This is an optimization exercise on Yosys and OpenROAD, whose aim is small area and a short achievable clock period, not a production implementation. Function was checked by simulation only, so behaviour that the tests miss may differ from the original.

===== flow/constraint.sdc =====
create_clock -name core_clock -period 15.0 [get_ports {clock}]
set_input_delay 3.0000 -clock core_clock [delete_from_list [all_inputs] [get_ports {clock}]]
set_output_delay 3.0000 -clock core_clock [all_outputs]
set_load 0.01 [all_outputs]

===== flow/design.v =====
module Synth(
  input         clock,
  input         reset,
  input  [19:0] io_Freq_0,
  input  [19:0] io_Freq_1,
  input  [19:0] io_Freq_2,
  input  [19:0] io_Freq_3,
  input  [19:0] io_Freq_4,
  input  [19:0] io_Freq_5,
  input  [17:0] io_Amp_0,
  input  [17:0] io_Amp_1,
  input  [17:0] io_Amp_2,
  input  [17:0] io_Amp_3,
  input  [17:0] io_Amp_4,
  input  [17:0] io_Amp_5,
  output [22:0] io_Out
);
  reg [11:0] t;              
  reg        ph;             
  reg [19:0] div [0:5];
  reg [19:0] idx [0:5];
  reg [19:0] X0, X1;         
  reg        incR;           
  reg [17:0] WS, WC;         
  reg        Wc;
  reg [19:0] PS, PC;         
  reg        Pc;
  reg [19:0] W1S, W1C;       
  reg        W1c;
  reg [20:0] OS, OC;         
  reg        Oc;
  wire [19:0] freq [0:5];
  wire [17:0] amp  [0:5];
  assign freq[0] = io_Freq_0; assign freq[1] = io_Freq_1; assign freq[2] = io_Freq_2;
  assign freq[3] = io_Freq_3; assign freq[4] = io_Freq_4; assign freq[5] = io_Freq_5;
  assign amp[0] = io_Amp_0; assign amp[1] = io_Amp_1; assign amp[2] = io_Amp_2;
  assign amp[3] = io_Amp_3; assign amp[4] = io_Amp_4; assign amp[5] = io_Amp_5;
  reg [19:0] idx_n [0:5];
  reg [19:0] div_n [0:5];
  reg [20:0] cd, cp;
  reg        eq;
  reg  [5:0] eqv;
  integer i, b;
  always @* begin
    for (i = 0; i < 6; i = i + 1) begin
      eq = ~|(div[i] ^ freq[i]);
      eqv[i] = eq;
      cd[0] = 1'b1;
      cp[0] = 1'b1;
      for (b = 0; b < 20; b = b + 1) begin
        cd[b+1] = cd[b] & div[i][b];
        cp[b+1] = cp[b] & idx[i][b];
      end
      div_n[i] = (div[i] ^ cd[19:0]) & {20{~eq}};
      idx_n[i] = idx[i] ^ (cp[19:0] & {20{eq}});
    end
  end
  always @(posedge clock) begin
    for (i = 0; i < 6; i = i + 1) begin
      div[i] <= div_n[i] & {20{~reset}};
      idx[i] <= idx_n[i] & {20{~reset}};
    end
  end
  reg [19:0] irs_n;
  reg [17:0] amp_s;
  always @* begin
    irs_n = 20'h0;
    amp_s = 18'h0;
    for (i = 0; i < 6; i = i + 1) begin
      if (t[(2*i+11) % 12] | t[2*i]) irs_n = irs_n | idx_n[i];
      if (t[2*i+1]) amp_s = amp_s | amp[i];
    end
  end
  wire [19:0] index = X0 + X1 + {19'h0, ph & incR};
  wire [17:0] fold  = index[18] ? index[17:0] : ~index[17:0];
  wire        negw  = ph & index[19];
  wire [17:0] Wv   = ~(WS + WC + {17'h0, Wc});     
  wire [19:0] Pres = PS + PC + {19'h0, Pc};         
  wire [22:0] prow = {23{t[11]}} & {{3{Pres[19]}}, Pres};
  wire [17:0] m1 = ph ? Wv : fold;
  wire [17:0] m2 = ({18{~ph}} & fold) | amp_s;
  wire [20:0] m1x = {2'b00, m1, 1'b0};
  wire [9:0]  neg;
  wire [18:0] pp0, pp1, pp2, pp3, pp4, pp5, pp6, pp7, pp8, pp9;
  wire [18:0] pp [0:9];
  genvar k;
  generate
    for (k = 0; k < 10; k = k + 1) begin : booth
      wire b0 = m1x[2*k];
      wire b1 = m1x[2*k+1];
      wire b2 = m1x[2*k+2];
      wire one = b1 ^ b0;
      wire two = (b2 & ~b1 & ~b0) | (~b2 & b1 & b0);
      assign neg[k] = b2 ^ negw;
      wire [18:0] mag = ({19{one}} & {1'b0, m2}) | ({19{two}} & {m2, 1'b0});
      assign pp[k] = mag ^ {19{neg[k]}};
    end
  endgenerate
  assign pp0 = pp[0]; assign pp1 = pp[1]; assign pp2 = pp[2]; assign pp3 = pp[3];
  assign pp4 = pp[4]; assign pp5 = pp[5]; assign pp6 = pp[6]; assign pp7 = pp[7];
  assign pp8 = pp[8]; assign pp9 = pp[9];
  wire [39:0] R0, R1;
  wire ts1 = neg[0] ^ negw;
  wire tc2 = neg[0] & negw;
  wire ts3 = negw ^ tc2;
  wire tc4 = negw & tc2;
  wire ts5, tc6;
  FA utc6 (.a(neg[1]), .b(negw), .c(tc4), .s(ts5), .co(tc6));
  wire ts7 = ts5 ^ pp0[2];
  wire tc8 = ts5 & pp0[2];
  wire ts9, tc10;
  FA utc10 (.a(negw), .b(tc6), .c(pp0[3]), .s(ts9), .co(tc10));
  wire ts11 = pp1[1] ^ tc8;
  wire tc12 = pp1[1] & tc8;
  wire ts13, tc14;
  FA utc14 (.a(neg[2]), .b(negw), .c(pp0[4]), .s(ts13), .co(tc14));
  wire ts15, tc16;
  FA utc16 (.a(pp1[2]), .b(pp2[0]), .c(tc10), .s(ts15), .co(tc16));
  wire ts17 = tc12 ^ ts13;
  wire tc18 = tc12 & ts13;
  wire ts19, tc20;
  FA utc20 (.a(negw), .b(pp0[5]), .c(pp1[3]), .s(ts19), .co(tc20));
  wire ts21, tc22;
  FA utc22 (.a(pp2[1]), .b(tc14), .c(ts19), .s(ts21), .co(tc22));
  wire ts23 = tc18 ^ tc16;
  wire tc24 = tc18 & tc16;
  wire ts25, tc26;
  FA utc26 (.a(neg[3]), .b(negw), .c(pp0[6]), .s(ts25), .co(tc26));
  wire ts27, tc28;
  FA utc28 (.a(pp1[4]), .b(pp2[2]), .c(pp3[0]), .s(ts27), .co(tc28));
  wire ts29, tc30;
  FA utc30 (.a(tc20), .b(ts25), .c(ts27), .s(ts29), .co(tc30));
  wire ts31 = tc22 ^ tc24;
  wire tc32 = tc22 & tc24;
  wire ts33, tc34;
  FA utc34 (.a(negw), .b(pp0[7]), .c(pp1[5]), .s(ts33), .co(tc34));
  wire ts35, tc36;
  FA utc36 (.a(pp2[3]), .b(pp3[1]), .c(tc26), .s(ts35), .co(tc36));
  wire ts37, tc38;
  FA utc38 (.a(tc28), .b(ts33), .c(tc30), .s(ts37), .co(tc38));
  wire ts39 = ts35 ^ tc32;
  wire tc40 = ts35 & tc32;
  wire ts41, tc42;
  FA utc42 (.a(neg[4]), .b(negw), .c(pp0[8]), .s(ts41), .co(tc42));
  wire ts43, tc44;
  FA utc44 (.a(pp1[6]), .b(pp2[4]), .c(pp3[2]), .s(ts43), .co(tc44));
  wire ts45, tc46;
  FA utc46 (.a(pp4[0]), .b(tc34), .c(ts41), .s(ts45), .co(tc46));
  wire ts47, tc48;
  FA utc48 (.a(ts43), .b(tc36), .c(ts45), .s(ts47), .co(tc48));
  wire ts49 = tc38 ^ tc40;
  wire tc50 = tc38 & tc40;
  wire ts51, tc52;
  FA utc52 (.a(negw), .b(pp0[9]), .c(pp1[7]), .s(ts51), .co(tc52));
  wire ts53, tc54;
  FA utc54 (.a(pp2[5]), .b(pp3[3]), .c(pp4[1]), .s(ts53), .co(tc54));
  wire ts55, tc56;
  FA utc56 (.a(tc42), .b(tc44), .c(ts51), .s(ts55), .co(tc56));
  wire ts57, tc58;
  FA utc58 (.a(ts53), .b(tc46), .c(ts55), .s(ts57), .co(tc58));
  wire ts59 = tc48 ^ ts57;
  wire tc60 = tc48 & ts57;
  wire ts61, tc62;
  FA utc62 (.a(neg[5]), .b(negw), .c(pp0[10]), .s(ts61), .co(tc62));
  wire ts63, tc64;
  FA utc64 (.a(pp1[8]), .b(pp2[6]), .c(pp3[4]), .s(ts63), .co(tc64));
  wire ts65, tc66;
  FA utc66 (.a(pp4[2]), .b(pp5[0]), .c(tc52), .s(ts65), .co(tc66));
  wire ts67, tc68;
  FA utc68 (.a(tc54), .b(ts61), .c(ts63), .s(ts67), .co(tc68));
  wire ts69, tc70;
  FA utc70 (.a(tc56), .b(ts65), .c(ts67), .s(ts69), .co(tc70));
  wire ts71 = tc58 ^ ts69;
  wire tc72 = tc58 & ts69;
  wire ts73, tc74;
  FA utc74 (.a(negw), .b(pp0[11]), .c(pp1[9]), .s(ts73), .co(tc74));
  wire ts75, tc76;
  FA utc76 (.a(pp2[7]), .b(pp3[5]), .c(pp4[3]), .s(ts75), .co(tc76));
  wire ts77, tc78;
  FA utc78 (.a(pp5[1]), .b(tc62), .c(tc64), .s(ts77), .co(tc78));
  wire ts79, tc80;
  FA utc80 (.a(ts73), .b(ts75), .c(tc66), .s(ts79), .co(tc80));
  wire ts81, tc82;
  FA utc82 (.a(tc68), .b(ts77), .c(ts79), .s(ts81), .co(tc82));
  wire ts83 = tc70 ^ tc72;
  wire tc84 = tc70 & tc72;
  wire ts85, tc86;
  FA utc86 (.a(neg[6]), .b(negw), .c(pp0[12]), .s(ts85), .co(tc86));
  wire ts87, tc88;
  FA utc88 (.a(pp1[10]), .b(pp2[8]), .c(pp3[6]), .s(ts87), .co(tc88));
  wire ts89, tc90;
  FA utc90 (.a(pp4[4]), .b(pp5[2]), .c(pp6[0]), .s(ts89), .co(tc90));
  wire ts91, tc92;
  FA utc92 (.a(tc74), .b(tc76), .c(ts85), .s(ts91), .co(tc92));
  wire ts93, tc94;
  FA utc94 (.a(ts87), .b(ts89), .c(tc78), .s(ts93), .co(tc94));
  wire ts95, tc96;
  FA utc96 (.a(ts91), .b(tc80), .c(ts93), .s(ts95), .co(tc96));
  wire ts97 = tc82 ^ ts95;
  wire tc98 = tc82 & ts95;
  wire ts99, tc100;
  FA utc100 (.a(negw), .b(pp0[13]), .c(pp1[11]), .s(ts99), .co(tc100));
  wire ts101, tc102;
  FA utc102 (.a(pp2[9]), .b(pp3[7]), .c(pp4[5]), .s(ts101), .co(tc102));
  wire ts103, tc104;
  FA utc104 (.a(pp5[3]), .b(pp6[1]), .c(tc86), .s(ts103), .co(tc104));
  wire ts105, tc106;
  FA utc106 (.a(tc88), .b(tc90), .c(ts101), .s(ts105), .co(tc106));
  wire ts107, tc108;
  FA utc108 (.a(ts99), .b(tc92), .c(ts103), .s(ts107), .co(tc108));
  wire ts109, tc110;
  FA utc110 (.a(ts105), .b(tc94), .c(ts107), .s(ts109), .co(tc110));
  wire ts111 = tc96 ^ ts109;
  wire tc112 = tc96 & ts109;
  wire ts113, tc114;
  FA utc114 (.a(neg[7]), .b(negw), .c(pp0[14]), .s(ts113), .co(tc114));
  wire ts115, tc116;
  FA utc116 (.a(pp1[12]), .b(pp2[10]), .c(pp3[8]), .s(ts115), .co(tc116));
  wire ts117, tc118;
  FA utc118 (.a(pp4[6]), .b(pp5[4]), .c(pp6[2]), .s(ts117), .co(tc118));
  wire ts119, tc120;
  FA utc120 (.a(pp7[0]), .b(tc100), .c(tc102), .s(ts119), .co(tc120));
  wire ts121, tc122;
  FA utc122 (.a(ts113), .b(ts115), .c(ts117), .s(ts121), .co(tc122));
  wire ts123, tc124;
  FA utc124 (.a(tc104), .b(tc106), .c(ts119), .s(ts123), .co(tc124));
  wire ts125, tc126;
  FA utc126 (.a(ts121), .b(tc108), .c(ts123), .s(ts125), .co(tc126));
  wire ts127 = tc110 ^ ts125;
  wire tc128 = tc110 & ts125;
  wire ts129, tc130;
  FA utc130 (.a(negw), .b(pp0[15]), .c(pp1[13]), .s(ts129), .co(tc130));
  wire ts131, tc132;
  FA utc132 (.a(pp2[11]), .b(pp3[9]), .c(pp4[7]), .s(ts131), .co(tc132));
  wire ts133, tc134;
  FA utc134 (.a(pp5[5]), .b(pp6[3]), .c(pp7[1]), .s(ts133), .co(tc134));
  wire ts135, tc136;
  FA utc136 (.a(tc114), .b(tc116), .c(tc118), .s(ts135), .co(tc136));
  wire ts137, tc138;
  FA utc138 (.a(ts129), .b(ts131), .c(ts133), .s(ts137), .co(tc138));
  wire ts139, tc140;
  FA utc140 (.a(tc120), .b(tc122), .c(ts135), .s(ts139), .co(tc140));
  wire ts141, tc142;
  FA utc142 (.a(ts137), .b(tc124), .c(ts139), .s(ts141), .co(tc142));
  wire ts143 = tc126 ^ ts141;
  wire tc144 = tc126 & ts141;
  wire ts145, tc146;
  FA utc146 (.a(neg[8]), .b(negw), .c(pp0[16]), .s(ts145), .co(tc146));
  wire ts147, tc148;
  FA utc148 (.a(pp1[14]), .b(pp2[12]), .c(pp3[10]), .s(ts147), .co(tc148));
  wire ts149, tc150;
  FA utc150 (.a(pp4[8]), .b(pp5[6]), .c(pp6[4]), .s(ts149), .co(tc150));
  wire ts151, tc152;
  FA utc152 (.a(pp7[2]), .b(pp8[0]), .c(tc130), .s(ts151), .co(tc152));
  wire ts153, tc154;
  FA utc154 (.a(tc132), .b(tc134), .c(ts145), .s(ts153), .co(tc154));
  wire ts155, tc156;
  FA utc156 (.a(ts147), .b(ts149), .c(tc136), .s(ts155), .co(tc156));
  wire ts157, tc158;
  FA utc158 (.a(tc138), .b(ts151), .c(ts153), .s(ts157), .co(tc158));
  wire ts159, tc160;
  FA utc160 (.a(tc140), .b(ts155), .c(ts157), .s(ts159), .co(tc160));
  wire ts161 = tc142 ^ ts159;
  wire tc162 = tc142 & ts159;
  wire ts163, tc164;
  FA utc164 (.a(prow[0]), .b(pp0[17]), .c(pp1[15]), .s(ts163), .co(tc164));
  wire ts165, tc166;
  FA utc166 (.a(pp2[13]), .b(pp3[11]), .c(pp4[9]), .s(ts165), .co(tc166));
  wire ts167, tc168;
  FA utc168 (.a(pp5[7]), .b(pp6[5]), .c(pp7[3]), .s(ts167), .co(tc168));
  wire ts169, tc170;
  FA utc170 (.a(pp8[1]), .b(tc146), .c(tc148), .s(ts169), .co(tc170));
  wire ts171, tc172;
  FA utc172 (.a(tc150), .b(ts163), .c(ts165), .s(ts171), .co(tc172));
  wire ts173, tc174;
  FA utc174 (.a(ts167), .b(tc152), .c(tc154), .s(ts173), .co(tc174));
  wire ts175, tc176;
  FA utc176 (.a(ts169), .b(ts171), .c(tc156), .s(ts175), .co(tc176));
  wire ts177, tc178;
  FA utc178 (.a(tc158), .b(ts173), .c(ts175), .s(ts177), .co(tc178));
  wire ts179 = tc160 ^ ts177;
  wire tc180 = tc160 & ts177;
  wire ts181, tc182;
  FA utc182 (.a(neg[9]), .b(prow[1]), .c(pp0[18]), .s(ts181), .co(tc182));
  wire ts183, tc184;
  FA utc184 (.a(pp1[16]), .b(pp2[14]), .c(pp3[12]), .s(ts183), .co(tc184));
  wire ts185, tc186;
  FA utc186 (.a(pp4[10]), .b(pp5[8]), .c(pp6[6]), .s(ts185), .co(tc186));
  wire ts187, tc188;
  FA utc188 (.a(pp7[4]), .b(pp8[2]), .c(pp9[0]), .s(ts187), .co(tc188));
  wire ts189, tc190;
  FA utc190 (.a(tc164), .b(tc166), .c(tc168), .s(ts189), .co(tc190));
  wire ts191, tc192;
  FA utc192 (.a(ts181), .b(ts183), .c(ts185), .s(ts191), .co(tc192));
  wire ts193, tc194;
  FA utc194 (.a(ts187), .b(tc170), .c(tc172), .s(ts193), .co(tc194));
  wire ts195, tc196;
  FA utc196 (.a(ts189), .b(ts191), .c(tc174), .s(ts195), .co(tc196));
  wire ts197, tc198;
  FA utc198 (.a(ts193), .b(tc176), .c(ts195), .s(ts197), .co(tc198));
  wire ts199 = tc178 ^ ts197;
  wire tc200 = tc178 & ts197;
  wire ts201 = ~(prow[2] ^ ~neg[0]);
  wire tc202 = prow[2] | ~neg[0];
  wire ts203, tc204;
  FA utc204 (.a(ts201), .b(pp1[17]), .c(pp2[15]), .s(ts203), .co(tc204));
  wire ts205, tc206;
  FA utc206 (.a(pp3[13]), .b(pp4[11]), .c(pp5[9]), .s(ts205), .co(tc206));
  wire ts207, tc208;
  FA utc208 (.a(pp6[7]), .b(pp7[5]), .c(pp8[3]), .s(ts207), .co(tc208));
  wire ts209, tc210;
  FA utc210 (.a(pp9[1]), .b(tc182), .c(tc184), .s(ts209), .co(tc210));
  wire ts211, tc212;
  FA utc212 (.a(tc186), .b(tc188), .c(ts203), .s(ts211), .co(tc212));
  wire ts213, tc214;
  FA utc214 (.a(ts205), .b(ts207), .c(tc190), .s(ts213), .co(tc214));
  wire ts215, tc216;
  FA utc216 (.a(tc192), .b(ts209), .c(ts211), .s(ts215), .co(tc216));
  wire ts217, tc218;
  FA utc218 (.a(tc194), .b(ts213), .c(ts215), .s(ts217), .co(tc218));
  wire ts219, tc220;
  FA utc220 (.a(tc196), .b(ts217), .c(tc198), .s(ts219), .co(tc220));
  wire ts221 = ~(prow[3] ^ tc202);
  wire tc222 = prow[3] | tc202;
  wire ts223, tc224;
  FA utc224 (.a(ts221), .b(pp1[18]), .c(pp2[16]), .s(ts223), .co(tc224));
  wire ts225, tc226;
  FA utc226 (.a(pp3[14]), .b(pp4[12]), .c(pp5[10]), .s(ts225), .co(tc226));
  wire ts227, tc228;
  FA utc228 (.a(pp6[8]), .b(pp7[6]), .c(pp8[4]), .s(ts227), .co(tc228));
  wire ts229, tc230;
  FA utc230 (.a(pp9[2]), .b(tc204), .c(tc206), .s(ts229), .co(tc230));
  wire ts231, tc232;
  FA utc232 (.a(tc208), .b(ts223), .c(ts225), .s(ts231), .co(tc232));
  wire ts233, tc234;
  FA utc234 (.a(ts227), .b(tc210), .c(tc212), .s(ts233), .co(tc234));
  wire ts235, tc236;
  FA utc236 (.a(ts229), .b(ts231), .c(tc214), .s(ts235), .co(tc236));
  wire ts237, tc238;
  FA utc238 (.a(tc216), .b(ts233), .c(ts235), .s(ts237), .co(tc238));
  wire ts239 = tc218 ^ ts237;
  wire tc240 = tc218 & ts237;
  wire ts241, tc242;
  FA utc242 (.a(prow[4]), .b(~neg[1]), .c(tc222), .s(ts241), .co(tc242));
  wire ts243, tc244;
  FA utc244 (.a(pp2[17]), .b(pp3[15]), .c(pp4[13]), .s(ts243), .co(tc244));
  wire ts245, tc246;
  FA utc246 (.a(pp5[11]), .b(pp6[9]), .c(pp7[7]), .s(ts245), .co(tc246));
  wire ts247, tc248;
  FA utc248 (.a(pp8[5]), .b(pp9[3]), .c(ts241), .s(ts247), .co(tc248));
  wire ts249, tc250;
  FA utc250 (.a(tc224), .b(tc226), .c(tc228), .s(ts249), .co(tc250));
  wire ts251, tc252;
  FA utc252 (.a(ts243), .b(ts245), .c(tc230), .s(ts251), .co(tc252));
  wire ts253, tc254;
  FA utc254 (.a(ts247), .b(tc232), .c(ts249), .s(ts253), .co(tc254));
  wire ts255, tc256;
  FA utc256 (.a(tc234), .b(ts251), .c(ts253), .s(ts255), .co(tc256));
  wire ts257, tc258;
  FA utc258 (.a(tc236), .b(ts255), .c(tc238), .s(ts257), .co(tc258));
  wire ts259 = ~(prow[5] ^ pp2[18]);
  wire tc260 = prow[5] | pp2[18];
  wire ts261, tc262;
  FA utc262 (.a(pp3[16]), .b(pp4[14]), .c(pp5[12]), .s(ts261), .co(tc262));
  wire ts263, tc264;
  FA utc264 (.a(pp6[10]), .b(pp7[8]), .c(pp8[6]), .s(ts263), .co(tc264));
  wire ts265, tc266;
  FA utc266 (.a(pp9[4]), .b(tc242), .c(tc244), .s(ts265), .co(tc266));
  wire ts267, tc268;
  FA utc268 (.a(tc246), .b(ts259), .c(ts261), .s(ts267), .co(tc268));
  wire ts269, tc270;
  FA utc270 (.a(ts263), .b(tc248), .c(tc250), .s(ts269), .co(tc270));
  wire ts271, tc272;
  FA utc272 (.a(ts265), .b(ts267), .c(tc252), .s(ts271), .co(tc272));
  wire ts273, tc274;
  FA utc274 (.a(tc254), .b(ts269), .c(ts271), .s(ts273), .co(tc274));
  wire ts275 = tc256 ^ ts273;
  wire tc276 = tc256 & ts273;
  wire ts277, tc278;
  FA utc278 (.a(prow[6]), .b(~neg[2]), .c(pp3[17]), .s(ts277), .co(tc278));
  wire ts279, tc280;
  FA utc280 (.a(pp4[15]), .b(pp5[13]), .c(pp6[11]), .s(ts279), .co(tc280));
  wire ts281, tc282;
  FA utc282 (.a(pp7[9]), .b(pp8[7]), .c(pp9[5]), .s(ts281), .co(tc282));
  wire ts283, tc284;
  FA utc284 (.a(tc260), .b(tc262), .c(tc264), .s(ts283), .co(tc284));
  wire ts285, tc286;
  FA utc286 (.a(ts277), .b(ts279), .c(ts281), .s(ts285), .co(tc286));
  wire ts287, tc288;
  FA utc288 (.a(tc266), .b(tc268), .c(ts283), .s(ts287), .co(tc288));
  wire ts289, tc290;
  FA utc290 (.a(ts285), .b(tc270), .c(ts287), .s(ts289), .co(tc290));
  wire ts291, tc292;
  FA utc292 (.a(tc272), .b(ts289), .c(tc274), .s(ts291), .co(tc292));
  wire ts293 = ~(prow[7] ^ pp3[18]);
  wire tc294 = prow[7] | pp3[18];
  wire ts295, tc296;
  FA utc296 (.a(pp4[16]), .b(pp5[14]), .c(pp6[12]), .s(ts295), .co(tc296));
  wire ts297, tc298;
  FA utc298 (.a(pp7[10]), .b(pp8[8]), .c(pp9[6]), .s(ts297), .co(tc298));
  wire ts299, tc300;
  FA utc300 (.a(tc278), .b(tc280), .c(tc282), .s(ts299), .co(tc300));
  wire ts301, tc302;
  FA utc302 (.a(ts293), .b(ts295), .c(ts297), .s(ts301), .co(tc302));
  wire ts303, tc304;
  FA utc304 (.a(tc284), .b(tc286), .c(ts299), .s(ts303), .co(tc304));
  wire ts305, tc306;
  FA utc306 (.a(ts301), .b(tc288), .c(ts303), .s(ts305), .co(tc306));
  wire ts307 = tc290 ^ ts305;
  wire tc308 = tc290 & ts305;
  wire ts309, tc310;
  FA utc310 (.a(prow[8]), .b(~neg[3]), .c(pp4[17]), .s(ts309), .co(tc310));
  wire ts311, tc312;
  FA utc312 (.a(pp5[15]), .b(pp6[13]), .c(pp7[11]), .s(ts311), .co(tc312));
  wire ts313, tc314;
  FA utc314 (.a(pp8[9]), .b(pp9[7]), .c(tc294), .s(ts313), .co(tc314));
  wire ts315, tc316;
  FA utc316 (.a(tc296), .b(tc298), .c(ts309), .s(ts315), .co(tc316));
  wire ts317, tc318;
  FA utc318 (.a(ts311), .b(tc300), .c(tc302), .s(ts317), .co(tc318));
  wire ts319, tc320;
  FA utc320 (.a(ts313), .b(ts315), .c(tc304), .s(ts319), .co(tc320));
  wire ts321, tc322;
  FA utc322 (.a(ts317), .b(tc306), .c(ts319), .s(ts321), .co(tc322));
  wire ts323 = ~(prow[9] ^ pp4[18]);
  wire tc324 = prow[9] | pp4[18];
  wire ts325, tc326;
  FA utc326 (.a(pp5[16]), .b(pp6[14]), .c(pp7[12]), .s(ts325), .co(tc326));
  wire ts327, tc328;
  FA utc328 (.a(pp8[10]), .b(pp9[8]), .c(tc310), .s(ts327), .co(tc328));
  wire ts329, tc330;
  FA utc330 (.a(tc312), .b(ts323), .c(ts325), .s(ts329), .co(tc330));
  wire ts331, tc332;
  FA utc332 (.a(tc314), .b(tc316), .c(ts327), .s(ts331), .co(tc332));
  wire ts333, tc334;
  FA utc334 (.a(ts329), .b(tc318), .c(ts331), .s(ts333), .co(tc334));
  wire ts335 = tc320 ^ ts333;
  wire tc336 = tc320 & ts333;
  wire ts337, tc338;
  FA utc338 (.a(prow[10]), .b(~neg[4]), .c(pp5[17]), .s(ts337), .co(tc338));
  wire ts339, tc340;
  FA utc340 (.a(pp6[15]), .b(pp7[13]), .c(pp8[11]), .s(ts339), .co(tc340));
  wire ts341, tc342;
  FA utc342 (.a(pp9[9]), .b(tc324), .c(tc326), .s(ts341), .co(tc342));
  wire ts343, tc344;
  FA utc344 (.a(ts337), .b(ts339), .c(tc328), .s(ts343), .co(tc344));
  wire ts345, tc346;
  FA utc346 (.a(tc330), .b(ts341), .c(tc332), .s(ts345), .co(tc346));
  wire ts347, tc348;
  FA utc348 (.a(ts343), .b(tc334), .c(ts345), .s(ts347), .co(tc348));
  wire ts349 = ~(prow[11] ^ pp5[18]);
  wire tc350 = prow[11] | pp5[18];
  wire ts351, tc352;
  FA utc352 (.a(pp6[16]), .b(pp7[14]), .c(pp8[12]), .s(ts351), .co(tc352));
  wire ts353, tc354;
  FA utc354 (.a(pp9[10]), .b(tc338), .c(tc340), .s(ts353), .co(tc354));
  wire ts355, tc356;
  FA utc356 (.a(ts349), .b(ts351), .c(tc342), .s(ts355), .co(tc356));
  wire ts357, tc358;
  FA utc358 (.a(ts353), .b(tc344), .c(ts355), .s(ts357), .co(tc358));
  wire ts359 = tc346 ^ ts357;
  wire tc360 = tc346 & ts357;
  wire ts361, tc362;
  FA utc362 (.a(prow[12]), .b(~neg[5]), .c(pp6[17]), .s(ts361), .co(tc362));
  wire ts363, tc364;
  FA utc364 (.a(pp7[15]), .b(pp8[13]), .c(pp9[11]), .s(ts363), .co(tc364));
  wire ts365, tc366;
  FA utc366 (.a(tc350), .b(tc352), .c(ts361), .s(ts365), .co(tc366));
  wire ts367, tc368;
  FA utc368 (.a(ts363), .b(tc354), .c(ts365), .s(ts367), .co(tc368));
  wire ts369, tc370;
  FA utc370 (.a(tc356), .b(ts367), .c(tc358), .s(ts369), .co(tc370));
  wire ts371 = ~(prow[13] ^ pp6[18]);
  wire tc372 = prow[13] | pp6[18];
  wire ts373, tc374;
  FA utc374 (.a(pp7[16]), .b(pp8[14]), .c(pp9[12]), .s(ts373), .co(tc374));
  wire ts375, tc376;
  FA utc376 (.a(tc362), .b(tc364), .c(ts371), .s(ts375), .co(tc376));
  wire ts377, tc378;
  FA utc378 (.a(ts373), .b(tc366), .c(ts375), .s(ts377), .co(tc378));
  wire ts379 = tc368 ^ ts377;
  wire tc380 = tc368 & ts377;
  wire ts381, tc382;
  FA utc382 (.a(prow[14]), .b(~neg[6]), .c(pp7[17]), .s(ts381), .co(tc382));
  wire ts383, tc384;
  FA utc384 (.a(pp8[15]), .b(pp9[13]), .c(tc372), .s(ts383), .co(tc384));
  wire ts385, tc386;
  FA utc386 (.a(tc374), .b(ts381), .c(tc376), .s(ts385), .co(tc386));
  wire ts387, tc388;
  FA utc388 (.a(ts383), .b(tc378), .c(ts385), .s(ts387), .co(tc388));
  wire ts389 = ~(prow[15] ^ pp7[18]);
  wire tc390 = prow[15] | pp7[18];
  wire ts391, tc392;
  FA utc392 (.a(pp8[16]), .b(pp9[14]), .c(tc382), .s(ts391), .co(tc392));
  wire ts393, tc394;
  FA utc394 (.a(ts389), .b(tc384), .c(ts391), .s(ts393), .co(tc394));
  wire ts395 = tc386 ^ ts393;
  wire tc396 = tc386 & ts393;
  wire ts397, tc398;
  FA utc398 (.a(prow[16]), .b(~neg[7]), .c(pp8[17]), .s(ts397), .co(tc398));
  wire ts399, tc400;
  FA utc400 (.a(pp9[15]), .b(tc390), .c(ts397), .s(ts399), .co(tc400));
  wire ts401, tc402;
  FA utc402 (.a(tc392), .b(ts399), .c(tc394), .s(ts401), .co(tc402));
  wire ts403 = ~(prow[17] ^ pp8[18]);
  wire tc404 = prow[17] | pp8[18];
  wire ts405, tc406;
  FA utc406 (.a(pp9[16]), .b(tc398), .c(ts403), .s(ts405), .co(tc406));
  wire ts407 = tc400 ^ ts405;
  wire tc408 = tc400 & ts405;
  wire ts409, tc410;
  FA utc410 (.a(prow[18]), .b(~neg[8]), .c(pp9[17]), .s(ts409), .co(tc410));
  wire ts411, tc412;
  FA utc412 (.a(tc404), .b(ts409), .c(tc406), .s(ts411), .co(tc412));
  wire ts413 = ~(prow[19] ^ pp9[18]);
  wire tc414 = prow[19] | pp9[18];
  wire ts415 = tc410 ^ ts413;
  wire tc416 = tc410 & ts413;
  wire ts417, tc418;
  FA utc418 (.a(prow[20]), .b(~neg[9]), .c(tc414), .s(ts417), .co(tc418));
  wire ts419 = ~prow[21];
  wire tc420 = prow[21];
  wire ts421 = ~prow[22];
  wire tc422 = prow[22];
  wire g0_0 = pp0[0] & ts1;
  wire p0_0 = pp0[0] | ts1;
  wire g1_1 = pp0[1] & ts3;
  wire p1_1 = pp0[1] | ts3;
  wire g2_2 = pp1[0] & ts7;
  wire p2_2 = pp1[0] | ts7;
  wire g3_3 = ts9 & ts11;
  wire p3_3 = ts9 | ts11;
  wire g4_4 = ts15 & ts17;
  wire p4_4 = ts15 | ts17;
  wire g5_5 = ts21 & ts23;
  wire p5_5 = ts21 | ts23;
  wire g6_6 = ts29 & ts31;
  wire p6_6 = ts29 | ts31;
  wire g7_7 = ts37 & ts39;
  wire p7_7 = ts37 | ts39;
  wire g8_8 = ts47 & ts49;
  wire p8_8 = ts47 | ts49;
  wire g9_9 = tc50 & ts59;
  wire p9_9 = tc50 | ts59;
  wire g10_10 = tc60 & ts71;
  wire p10_10 = tc60 | ts71;
  wire g11_11 = ts81 & ts83;
  wire p11_11 = ts81 | ts83;
  wire g12_12 = tc84 & ts97;
  wire p12_12 = tc84 | ts97;
  wire g13_13 = tc98 & ts111;
  wire p13_13 = tc98 | ts111;
  wire g14_14 = tc112 & ts127;
  wire p14_14 = tc112 | ts127;
  wire g15_15 = tc128 & ts143;
  wire p15_15 = tc128 | ts143;
  wire g16_16 = tc144 & ts161;
  wire p16_16 = tc144 | ts161;
  wire g15_16, p15_16;
  GP ugp15_16 (.gh(g16_16), .ph(p16_16), .gl(g15_15), .pl(p15_15), .g(g15_16), .p(p15_16));
  wire g13_14, p13_14;
  GP ugp13_14 (.gh(g14_14), .ph(p14_14), .gl(g13_13), .pl(p13_13), .g(g13_14), .p(p13_14));
  wire g13_16, p13_16;
  GP ugp13_16 (.gh(g15_16), .ph(p15_16), .gl(g13_14), .pl(p13_14), .g(g13_16), .p(p13_16));
  wire g11_12, p11_12;
  GP ugp11_12 (.gh(g12_12), .ph(p12_12), .gl(g11_11), .pl(p11_11), .g(g11_12), .p(p11_12));
  wire g9_10, p9_10;
  GP ugp9_10 (.gh(g10_10), .ph(p10_10), .gl(g9_9), .pl(p9_9), .g(g9_10), .p(p9_10));
  wire g0_1;
  GC ugc0_1 (.gh(g1_1), .ph(p1_1), .gl(g0_0), .g(g0_1));
  wire g0_2;
  GC ugc0_2 (.gh(g2_2), .ph(p2_2), .gl(g0_1), .g(g0_2));
  wire g0_3;
  GC ugc0_3 (.gh(g3_3), .ph(p3_3), .gl(g0_2), .g(g0_3));
  wire g0_4;
  GC ugc0_4 (.gh(g4_4), .ph(p4_4), .gl(g0_3), .g(g0_4));
  wire g0_5;
  GC ugc0_5 (.gh(g5_5), .ph(p5_5), .gl(g0_4), .g(g0_5));
  wire g0_6;
  GC ugc0_6 (.gh(g6_6), .ph(p6_6), .gl(g0_5), .g(g0_6));
  wire g0_7;
  GC ugc0_7 (.gh(g7_7), .ph(p7_7), .gl(g0_6), .g(g0_7));
  wire g0_8;
  GC ugc0_8 (.gh(g8_8), .ph(p8_8), .gl(g0_7), .g(g0_8));
  wire g0_10;
  GC ugc0_10 (.gh(g9_10), .ph(p9_10), .gl(g0_8), .g(g0_10));
  wire g0_12;
  GC ugc0_12 (.gh(g11_12), .ph(p11_12), .gl(g0_10), .g(g0_12));
  wire g0_16;
  GC ugc0_16 (.gh(g13_16), .ph(p13_16), .gl(g0_12), .g(g0_16));
  wire c17 = g0_16;
  assign R0 = {tc420, tc418, tc416, tc412, tc408, tc402, tc396, tc388, tc380, tc370, tc360, tc348, tc336, tc322, tc308, tc292, tc276, tc258, tc240, tc220, tc200, tc180, tc162, tc144, tc128, tc112, tc98, tc84, ts81, tc60, tc50, ts47, ts37, ts29, ts21, ts15, ts9, pp1[0], pp0[1], pp0[0]};
  assign R1 = {ts421, ts419, ts417, ts415, ts411, ts407, ts401, ts395, ts387, ts379, ts369, ts359, ts347, ts335, ts321, ts307, ts291, ts275, ts257, ts239, ts219, ts199, ts179, ts161, ts143, ts127, ts111, ts97, ts83, ts71, ts59, ts49, ts39, ts31, ts23, ts17, ts11, ts7, ts3, ts1};
  wire        c18 = (R0[17] & R1[17]) | ((R0[17] | R1[17]) & c17);
  wire [19:0] A0 = t[7] ? W1S : t[11] ? 20'h0 : R0[36:17];
  wire [19:0] A1 = t[7] ? W1C : t[11] ? 20'h0 : R1[36:17];
  wire        ac = t[7] ? W1c : t[11] ? 1'b0  : c17;
  wire [19:0] X0n = A0 ^ A1 ^ irs_n;
  wire [19:0] X1n = {(A0[18:0] & A1[18:0]) | (A0[18:0] & irs_n[18:0]) | (A1[18:0] & irs_n[18:0]), ac};
  always @(posedge clock) begin
    if (reset) begin
      t <= 12'h001;
      ph <= 1'b0;
      incR <= 1'b0;
      X0 <= 20'h0;
      X1 <= 20'h0;
    end else begin
      t <= {t[10:0], t[11]};
      ph <= ~ph;
      incR <= |(eqv & {t[10], t[8], t[6], t[4], t[2], t[0]});
      if (ph) begin
        X0 <= X0n;
        X1 <= X1n;
      end
    end
    WS <= R0[35:18];
    WC <= R1[35:18];
    Wc <= c18;
    if (t[7]) begin
      PS <= R0[36:17];
      PC <= R1[36:17];
      Pc <= c17;
    end
    if (reset) begin
      W1S <= 20'h0;
      W1C <= 20'h0;
      W1c <= 1'b0;
    end else if (t[9]) begin
      W1S <= R0[36:17];
      W1C <= R1[36:17];
      W1c <= c17;
    end
    if (reset) begin
      OS <= 21'h0;
      OC <= 21'h0;
      Oc <= 1'b0;
    end else if (t[11]) begin
      OS <= R0[37:17];
      OC <= R1[37:17];
      Oc <= c17;
    end
  end
  wire [20:0] out = OS + OC + {20'h0, Oc};
  assign io_Out = {{2{out[20]}}, out};
endmodule
module FA(
  input  a,
  input  b,
  input  c,
  output s,
  output co
);
  assign s  = a ^ b ^ c;
  assign co = (a & b) | (a & c) | (b & c);
endmodule
module GP(
  input  gh,
  input  ph,
  input  gl,
  input  pl,
  output g,
  output p
);
  assign g = gh | (ph & gl);
  assign p = ph & pl;
endmodule
module GC(
  input  gh,
  input  ph,
  input  gl,
  output g
);
  assign g = gh | (ph & gl);
endmodule

===== flow/flow/run.sh =====
#!/bin/bash
# Standard ORFS layout with a tighter setup-repair target and minimum-size
# port buffers. Full tool output goes to standard.log in the work folder.
set -euo pipefail
bash standard.sh SETUP_SLACK_MARGIN=8.0 'BUFFER_PORTS_ARGS=-buffer_cell sky130_fd_sc_hd__buf_1' finish > standard.log 2>&1

===== flow/standard.sh =====
#!/bin/bash
# synth_recipe.tcl (not shown) runs the flow's synth.tcl, then flattens the netlist and writes it again
# the make line also repeats each setting of config.mk as NAME=value (left out here)
make -C /OpenROAD-flow-scripts/flow DESIGN_CONFIG=/design/flow/config.mk WORK_HOME=/design/flow/orfs CLKGATE_MAP_FILE= SYNTH_SCRIPT=/design/flow/synth_recipe.tcl "${@:-finish}"

===== flow/config.mk =====
export PLATFORM = sky130hd
export DESIGN_NAME = Synth
export DESIGN_NICKNAME = Synth
export VERILOG_FILES = /design/flow/design.v
export SDC_FILE = /design/flow/constraint.sdc
export NUM_CORES = 4
export LEC_CHECK = 0
export CAP_MARGIN = 20
export CORE_MARGIN = 2
export CORE_UTILIZATION = 40
export SLEW_MARGIN = 20
export SYNTH_HIERARCHICAL = 1
export SYNTH_MINIMUM_KEEP_SIZE = 0
export TNS_END_PERCENT = 20

==> results_dict.tcl <==
set metrics [dict create \
    clock_latency_ps 630 \
    track_usage_pct 22.7 \
    drt_wl_total_mm 98.3 \
    clock_sinks 456 \
    ys_seq_elements 456 \
    dr.pass1.iters 5 \
    busiest_layer "met2" \
    synthTopCellsByArea "dfxtp_1 (25%), fa_1 (12%), xnor2_1 (9.0%), ha_1 (8.5%), xor2_1 (4.8%)" \
    relSlewSlack_pct 23.1 \
    grt_first_pass_wirelength_mm 150 \
    worstPathMaxFanout 7 \
    synth_edf_count 41 \
    grt_overflow_total 0 \
    yosysTopAreaCellShare_pct 25.4 \
    drtIter0Drc 2137 \
    grt_use_met3_pct 3.12 \
    dpl.hpwl_mm 70.9 \
    nets 4401 \
    fin_crit_ps 7430 \
    synthCells 3441 \
    synthFlopType "dfxtp_1" \
    antenna_found_initial 2 \
    start_kind "input port" \
    rsz0062_at_grt "true" \
    synth-async-reset-ratio_pct 0 \
    fin_crit_sh_pct 49.5 \
    yosysUniqueCellTypes 104 \
    row_count 104 \
    floorplan.initialDensity_pct 40.5 \
    postRouteAntennaNets 0 \
    coreArea_um2 80700 \
    drc_errors 0 \
    grt_util_met1_pct 28.7 \
    viasPerCell 5.48 \
    wl_per_cell_um 20.3 \
    portBuffers 252 \
    boundaryPins 253 \
    syn_nets 4092 \
    die_y_um 290 \
    area_growth_pct 20.7 \
    cts_tree "built" \
    clockRootBuffer "clkbuf_16" \
    finalMaxSlewViolations 0 \
    end_kind "flop" \
    vias 26600 \
    drive_gt1_share_pct 16.1 \
    critPathKind "in -> reg" \
    clk_path_buf_depth 3 \
    status "finished clean" \
    synth_top_cell_by_area "dfxtp_1" \
    yosysWarnings 11 \
    placed_cell_area_um2 34900 \
    gp_congestion 0.928 \
    setup_viol 0 \
    cts_made_buffers 51 \
    synth_area_um2 32700 \
    synth_seq_area_share_pct 29.2 \
    finalHoldViolCount 0 \
    tns_ps 0 \
    stdcell_area_um2 39400 \
    die-width_um 290 \
    avgSynthCellArea_um2 9.50 \
    grt_util_met2_pct 38.7 \
    diodes 0 \
    die-area_um2 84000 \
    fmax_mhz 135 \
    cp.arrival_ps 7880 \
    cp.required_ps 15450 \
    hold_class "reg -> reg" \
    grt_pass1_vias 25900 \
    fin_skew_ps 41.2 \
    fillers 7547 \
    grt_max_degree 168 \
    max_cap_viol_count 0 \
    cts_max_level 2 \
    path_clk_slew_ps 60 \
    tightest_slew_ps 1140 \
]
kinds of logic (layout without fill, tap and decap cells):
family	after synthesis	after routing	synth area share, %
AND/OR/NAND/NOR	1053	1054	16.0
AO/OA/AOI/OAI	618	618	13.0
XOR/XNOR	524	524	14.4
flip-flops	456	456	29.2
adder cells (fa/ha/maj)	427	427	20.8
buffers and inverters	265	613	3.39
multiplexers	98	100	3.20
modules after synthesis, one instance, submodules excluded:
| module | times used | cell area, µm² | flops+latches |
|---|---|---|---|
| GP | 5 | 13.8 | 0 |
| FA | 171 | 20.0 | 0 |
| Synth | 1 | 29100 | 456 |
| GC | 11 | 7.51 | 0 |
final cells by class:
class / instances / area, µm² / area share, %
Clock buffer: 69 / 1410 / 3.59
Clock inverter: 26 / 405 / 1.03
Inverter: 81 / 347 / 0.879
Multi-Input combinational cell: 2723 / 23700 / 60.1
Sequential cell: 456 / 9560 / 24.2
Tap cell: 1060 / 1330 / 3.36
Timing Repair Buffer: 435 / 2680 / 6.80
Timing Repair inverter: 2 / 16.3 / 0.0412
stage by stage:
stage	utilization (%)	setup slack [ps]	cells	hold slack, ps
final	48.9	7570	4852	484
after global routing	48.9	7450	4852	500
after CTS	48.0	7630	4819	485
after detailed placement	43.3	5990	4613	475
after global placement	43.3	6120	4613	474
after floorplan	-	7150	3441	453
registers in the layout, indices dropped and copies added, names as in the netlist, 20 cells and up:
register and count:
OC 21, OS 21, W1S 20, PC 20
W1C 20, div 120, idx 120, PS 20
X0 20, X1 20
cell usage in the layout (no fill, tap or decap), types with 18 or more instances in the layout:
cell       instances
nor2b_1           28
a21oi_1           88
fa_1             124
nand2_1          155
inv_1             68
ha_1             209
xor2_1           179
edfxtp_1          41
buf_4            144
clkbuf_16         51
nor4_1            30
and2_1           149
dfxtp_1          409
xnor2_1          312
o21ai_1           25
buf_1            250
fa_2              74
nor2_1           370
o21ai_0           53
a22oi_1           62
buf_12            19
a211oi_1          33
nor3b_1           34
a21oi_2           18
mux2i_1           85
nand3_1           64
and3_1            19
nor3_1            66
nand4_1           39
a21o_1            32
o22ai_1          117
cell usage after synthesis, types with 41 or more instances:
library cell	count
a22oi_1	64
edfxtp_1	41
xnor2_1	335
fa_1	198
nor3b_1	44
dfxtp_1	415
ha_1	223
xor2_1	179
a211oi_1	46
nor2_1	376
and2_1	153
o21ai_0	62
inv_1	71
nand3_1	65
mux2i_1	87
a21oi_1	106
o22ai_1	125
nor3_1	68
nand2_1	157
clkbuf_1	128
timing repair:
item | in CTS | in global routing
hold buffers | 0 | 0
buffers inserted | 105 | 31
pin swaps | 75 | 64
cloned | 6 | 0
resized for setup | 203 | 87
setup endpoints to repair | 123 | 57
final timing paths:
| path | startpoint | end | slack, ps | cells past startpoint |
|---|---|---|---|---|
| worst min register to register | X0[16] | X0[16] | 480 | 2 |
| worst max-delay path | io_Amp_2[14] | X0[6] | 7570 | 20 |
| worst max register to register | incR | X0[6] | 7650 | 26 |
| worst min-delay path | X0[16] | X0[16] | 480 | 2 |
critical path: stages:
cell and delay [ps]:
buf_1 90, a22oi_2 200, nand2_2 80, a221oi_4 250, o21ai_1 130, buf_4 170, clkinvlp_4 160, buf_6 130
o22ai_2 70, xnor2_2 150, fa_2 360, fa_2 380, fa_2 360, fa_1 490, fa_2 360, fa_2 600
nor3b_4 210, a21oi_2 60, fa_2 560, a211oi_2 60
routing by layer:
layer | up-vias | part of all wire (%)
met2 | 960 | 48
met4 | 2 | 4.9
li1 | 12600 | -
met5 | - | 0.014
met1 | 12800 | 40
met3 | 223 | 6.5

## separate check: timing with driven ports
No port has a modelled driver above. Below, the same layout with a new extraction and two added sets of constraints.
Step 1 assumes that a clkbuf_16 drives the clock port and a buf_2 every other input.
Step 2 times the ports against the registers' clock, not the clock port: input delays grow and output delays shrink by t, the midpoint of the rising clock arrivals with the driver on.
Slacks: ideal / step 1 / step 2; pairs: ideal / step 1.
shift t [ns]: 0.675
slack for setup (ns): 7.570 / 7.614 / 6.939
worst setup path at the end: input to register
slew at the worst register clock pin (ns): 0.07 / 0.07
After both steps setup and hold are still met in this run. For this run, drivers alone change the setup slack by +0.044 ns; drivers and shift together by -0.631 ns.
